This is an optimization exercise on Yosys and OpenROAD, whose aim is small area, a short achievable clock period and few clock cycles, not a production implementation. The RTL was checked by simulation tests, not by an equivalence proof against the original design. Power figures rest on the tool's default switching activity, not on a simulated workload.

==> flow/design.v, too long to show whole: its modules and the start of the top module <==
// module filter: 1594 lines
// module filter_fa: 4 lines
// module filter_ha: 4 lines
module filter (
	input wire clk,
	input wire rst_n,
	input wire fc_valid,
	input wire [7:0] working_pixel,
	input signed [7:0] fc,
	input wire start,
	output reg [7:0] out_pixel,
	output reg out_valid,
	output wire [15:0] addr,
	output wire wen,
	output wire en,
	output wire [7:0] d
);
  // ...
==> flow/flow/run.sh <==
#!/bin/bash
# The standard layout (standard.sh), with timing repair asked to leave 7 ns of
# setup slack at the design's clock period, and larger clock-tree clusters.
set -euo pipefail
bash standard.sh SETUP_SLACK_MARGIN=7 \
  "CTS_ARGS=-sink_clustering_enable -repair_clock_nets -sink_clustering_size 25 -sink_clustering_max_diameter 100 -sink_buffer_max_cap_derate 1.0 -buf_list sky130_fd_sc_hd__clkbuf_16" \
  finish > flow_make.log 2>&1
==> flow/standard.sh <==
#!/bin/bash
# synth_recipe.tcl (not shown) runs the flow's synth.tcl, then flattens the netlist and writes it again
# the make line also repeats each setting of config.mk as NAME=value (left out here)
make -C /OpenROAD-flow-scripts/flow DESIGN_CONFIG=/design/flow/config.mk WORK_HOME=/design/flow/orfs CLKGATE_MAP_FILE= SYNTH_SCRIPT=/design/flow/synth_recipe.tcl "${@:-finish}"
==> flow/config.mk <==
export PLATFORM = sky130hd
export DESIGN_NAME = filter
export DESIGN_NICKNAME = filter
export VERILOG_FILES = /design/flow/design.v
export SDC_FILE = /design/flow/constraint.sdc
export NUM_CORES = 4
export LEC_CHECK = 0
export ABC_CLOCK_PERIOD_IN_PS = 3000
export CAP_MARGIN = 20
export CORE_MARGIN = 2
export CORE_UTILIZATION = 60
export GPL_TIMING_DRIVEN = 0
export PLACE_DENSITY = 0.7
export SLEW_MARGIN = 20
export SYNTH_HIERARCHICAL = 1
export SYNTH_MINIMUM_KEEP_SIZE = 0
==> flow/constraint.sdc <==
create_clock -name core_clock -period 10.0 [get_ports {clk}]
set_input_delay 2.0000 -clock core_clock [delete_from_list [all_inputs] [get_ports {clk}]]
set_output_delay 2.0000 -clock core_clock [all_outputs]
set_load 0.01 [all_outputs]
==> results.yml, run 1 <==
yosys:
  synth_area_in_compound_gates_pct: 7.94
  number_of_enable_flip_flop_cells_after_synthesis: 0
  post_synth_num_cell_types: 64
  dominant_combinational_cell_family_by_area_after_synthesis: "adder cells"
layout:
  layout_common_cells: "sky130_fd_sc_hd__dfxtp_1, sky130_fd_sc_hd__mux2_2, sky130_fd_sc_hd__fa_1"
  registers.top_by_ff_count: "c"
  layout.clock_buffers: 20
  nonClockBufferCount: 248
  largest_reg_flops: 200
run_status:
  outcome: "finished clean"
power:
  p_clk_mw: 0.912
  top_power_group: "registers"
  leakagePower_nw: 11.3
die:
  die-area_um2: 40500
  die_w_um: 201
setup_path:
  crit_path_end_kind: "output port"
sta:
  timing.slew.headroom_pct: 36.1
cts:
  post_cts_buffers: 25
  root_buffer: "sky130_fd_sc_hd__clkbuf_16"
  cts_max_path_buffers: 3
route:
  top_layer: "met4"
  remaining_drc_errors: 0
global_routing:
  number_of_global_route_vias_before_repair: 16013
place:
  dp_worst_setup_slack_ps: 6030
worst_hold_path:
  hold_depth: 0
Testbench counts, summed over its fixed seeds: cycles 1,981,686.
==> run 2: changes to the inputs <==
--- a/flow/config.mk
+++ b/flow/config.mk
@@ -10,5 +10,4 @@
 export CORE_MARGIN = 2
 export CORE_UTILIZATION = 60
-export GPL_TIMING_DRIVEN = 0
 export PLACE_DENSITY = 0.7
 export SLEW_MARGIN = 20
==> run 2 against run 1 <==
- register-to-register slack gained 120 ps
- largest cell class unchanged
- critical endpoint is now addr[0]
- combinational power down 35%
- hold slack barely moved
- clock power increased by 3.6%
==> results.yml, run 2 <==
global_routing:
  total_grt_usage_pct: 25.5
  grt_max_degree: 114
  grt_overflow: 0
  global_route_wire_length_before_repair_um: 82300
  antenna_found_initial: 1
  number_of_global_route_vias_before_repair: 15314
yosys:
  synth-seq-area-share_pct: 35.1
  synth_area_in_compound_gates_pct: 7.94
  ys_top_cells_by_count: "sky130_fd_sc_hd__dfxtp_1, sky130_fd_sc_hd__mux2_2, sky130_fd_sc_hd__fa_1"
  synthSimpleGateAreaFrac_pct: 5.35
  post_synth_num_cell_types: 64
  synth_async_sr_flop_share_pct: 0
  synth.largest_area_cell: "sky130_fd_sc_hd__dfxtp_1"
  yosys_register_bits: 410
  synth_xor_xnor_area_share_pct: 8.28
  post_synth_inst_count: 1964
  syn_area_per_cell_um2: 11.9
  synth-warning-count: 13
  proportion_of_netlist_area_held_by_the_largest_area_contributor_pct: 35.1
  dominantRegCellSynth: "sky130_fd_sc_hd__dfxtp_1"
  dominant_combinational_cell_family_by_area_after_synthesis: "adder cells"
  synth_adder_area_share_pct: 24.1
  number_of_enable_flip_flop_cells_after_synthesis: 0
  synth.most_common_cell: "sky130_fd_sc_hd__dfxtp_1"
  mappedNetlistArea_um2: 23400
  fraction_of_synthesized_area_in_multiplexers_pct: 15.6
  synth.area.top_cells: "sky130_fd_sc_hd__dfxtp_1, sky130_fd_sc_hd__fa_1, sky130_fd_sc_hd__mux2_2"
setup_path:
  cp_data_required_time_ps: 8000
  crit_path_end_kind: "output port"
  worst-endpoint-arrival_ps: 1060
  cp-start-kind: "flip-flop"
  critical_setup_path_kind: "reg2out"
  worstPathCellList: "buf_6"
  critPathSlowestCell: "sky130_fd_sc_hd__dfxtp_4"
  critPathTopFamily: "flip-flops"
  path_buf_inv: 1
  crit_path_max_fanout: 6
  worst_path_largest_cell_delay_ps: 400
cts:
  clock-sinks: 410
  root_buffer: "sky130_fd_sc_hd__clkbuf_16"
  cts_hold_buf: 0
  worstSkewPairLatency_ps: 580
  cts_max_path_buffers: 3
  cts_tree: "yes"
  clk_transition_reported_paths_ps: 100
  cts_max_level: 1
  cts_inserted_buffers: 21
worst_hold_path:
  hold_class: "reg2reg"
power:
  ir_drop_mv: 0.208
  combinationalPowerShare_pct: 20.4
  power.internal_mw: 3.09
  finalPower_mw: 4.61
  pwr_density_cell_nw_per_um2: 181
  power.net_switching_mw: 1.53
  clkPwrFrac_pct: 20.5
  leakagePower_nw: 10.7
  seqPwrFrac_pct: 59.1
  power.share.switching_pct: 33.1
sta:
  fin_ws_ps: 6940
  period_share_pct: 30.6
  worst_slew_pin_slew_ps: 774
  unrepaired_setup_endpoints_after_global_routing: "true"
  hold_violations: 0
  slew_violations: 0
  setup-violations-final: 0
  min_tclk_post_route_ps: 3060
  timing.slew.headroom_pct: 48.0
  clock-skew-final_ps: 39.2
  max_clock_freq_mhz: 327
  tns_ps: 0
route:
  routed_wire_length_per_instance_um: 20.9
  detail_route_met3_wl_um: 2280
  drt-pass1-iter-count: 6
  vias_per_cell: 5.81
  top_layer: "met4"
  vias: 14274
  route.antenna.remaining_nets: 0
  wl_met2_um: 25800
  detail_route.wirelength_um: 51300
  m1WireLength_um: 21400
  drt-initial-drc-count: 891
  remaining_drc_errors: 0
layout:
  drive_above_1_share_pct: 27.8
  area.growth.synth_to_final_pct: 9.23
  layout_common_cells: "sky130_fd_sc_hd__dfxtp_1, sky130_fd_sc_hd__mux2_2, sky130_fd_sc_hd__fa_1"
  registers.top_by_ff_count: "c"
  biggestRegsByFlops: "c: 200 flops, ac: 80 flops, as: 80 flops"
  finalNetCount: 2266
  largest_reg_flops: 200
  mostFrequentLayoutCell: "sky130_fd_sc_hd__dfxtp_1"
place:
  gp_congestion: 0.784
  dp_worst_setup_slack_ps: 5800
  place_hpwl_um: 33700
  numPortBuffers: 44
die:
  top_level_pins: 55
  initial_core_util_pct: 60.6
  coreArea_um2: 38600
  die_height_um: 201
  rows: 72
  die-area_um2: 40500
  die_w_um: 201
run_status:
  outcome: "finished clean"
flow_run:
  timing.max_cap.violations: 0
-- run 2: layer usage --
layer | up-vias | global-route usage, %
li1 | 6619 | -
met4 | 0 | 8.09
met1 | 7230 | 32.3
met5 | - | 0
met2 | 328 | 45.0
met3 | 97 | 3.55
-- run 2: cells by family (layout without fill, tap and decap cells) --
| family | count (synthesis) | count (layout) |
|---|---|---|
| DFF | 410 | 410 |
| muxes | 324 | 324 |
| adders and majority gates | 317 | 317 |
| AOI/OAI and AO/OA | 255 | 255 |
| and+or+nand+nor | 241 | 241 |
| xor gates and xnor gates | 221 | 221 |
| buffers and inverters | 194 | 158 |
| other | 2 | 11 |
-- run 2: metrics by stage --
step                      cells  cell area [µm²]  hold slack [ps]  utilization, %
final                      2455            25500              335            66.2
after global routing       2454            25500              339            66.2
after CTS                  2427            25000              334            64.8
after detailed placement   2373            23900              314            61.9
after global placement     2373            23900              313            61.9
after floorplan            1972            23500              310               -
-- run 2: repair_timing --
item | 4_1_cts | 5_1_grt
setup buffers | 18 | 21
pin swaps | 3 | 33
resized for setup | 196 | 63
gates cloned | 6 | 6
setup endpoints to repair | 223 | 187
-- run 2: area by class of cell --
class	count	area, µm²
Antenna cell	1	2.50
Clock buffer	21	526
Clock inverter	9	76.3
Fill cell	3057	13000
Inverter	18	70.1
Multi-Input combinational cell	1368	14500
Sequential cell	410	8310
Tap cell	518	648
Timing Repair Buffer	110	1400
-- run 2: per-module statistics from Yosys (local to each module, per instance) --
module | cells | area (µm²)
filter | 1679 | 18100
filter_ha | 1 | 12.5
filter_fa | 1 | 20.0
-- run 2: worst paths after layout --
check | start | end | slack, ps | cells past startpoint
setup reg to reg | one[1] | as[2][8] | 7060 | 7
setup / recovery | xx[0] | addr[0] | 6940 | 1
hold reg to reg | sh1 | sh2 | 330 | 0
hold / removal | sh1 | sh2 | 330 | 0
-- run 2: power groups by stage --
| stage | Clock [mW] | Combinational [mW] | Sequential (mW) |
|---|---|---|---|
| finish | 0.945 | 0.943 | 2.72 |
| global route | 1.02 | 1.07 | 2.79 |
| CTS | 0.973 | 0.947 | 2.71 |
| detailed placement | 0 | 0.950 | 2.74 |
| global placement | 0 | 0.912 | 2.72 |
| floorplan | 0 | 0.936 | 2.31 |

[re-timing with driven ports]
How much do the figures lean on ideal ports? The routed layouts below were timed once more, with nothing changed but the port constraints. Step 1 assumes that a clkbuf_16 drives the clock port and a buf_2 every other input. Step 2 also shifts input and output timing later by t, the mid clock arrival at the registers, as if the neighbouring blocks saw the same clock. Slacks: ideal / step 1 / step 2; pairs: ideal / step 1.
run	t (ns)	setup slack, ns	worst hold slack (ns)	clock arrival spread, ns
run 1	0.628	6.845 / 6.789 / 6.441	0.335 / 0.335 / 0.335	0.034 / 0.034
run 2	0.605	6.945 / 6.891 / 6.453	0.335 / 0.335 / 0.335	0.054 / 0.054
After both steps setup and hold are still met in every run listed. The setup slack of run 2, which loses most, moves by -0.054 ns with the drivers and by -0.492 ns with both steps.
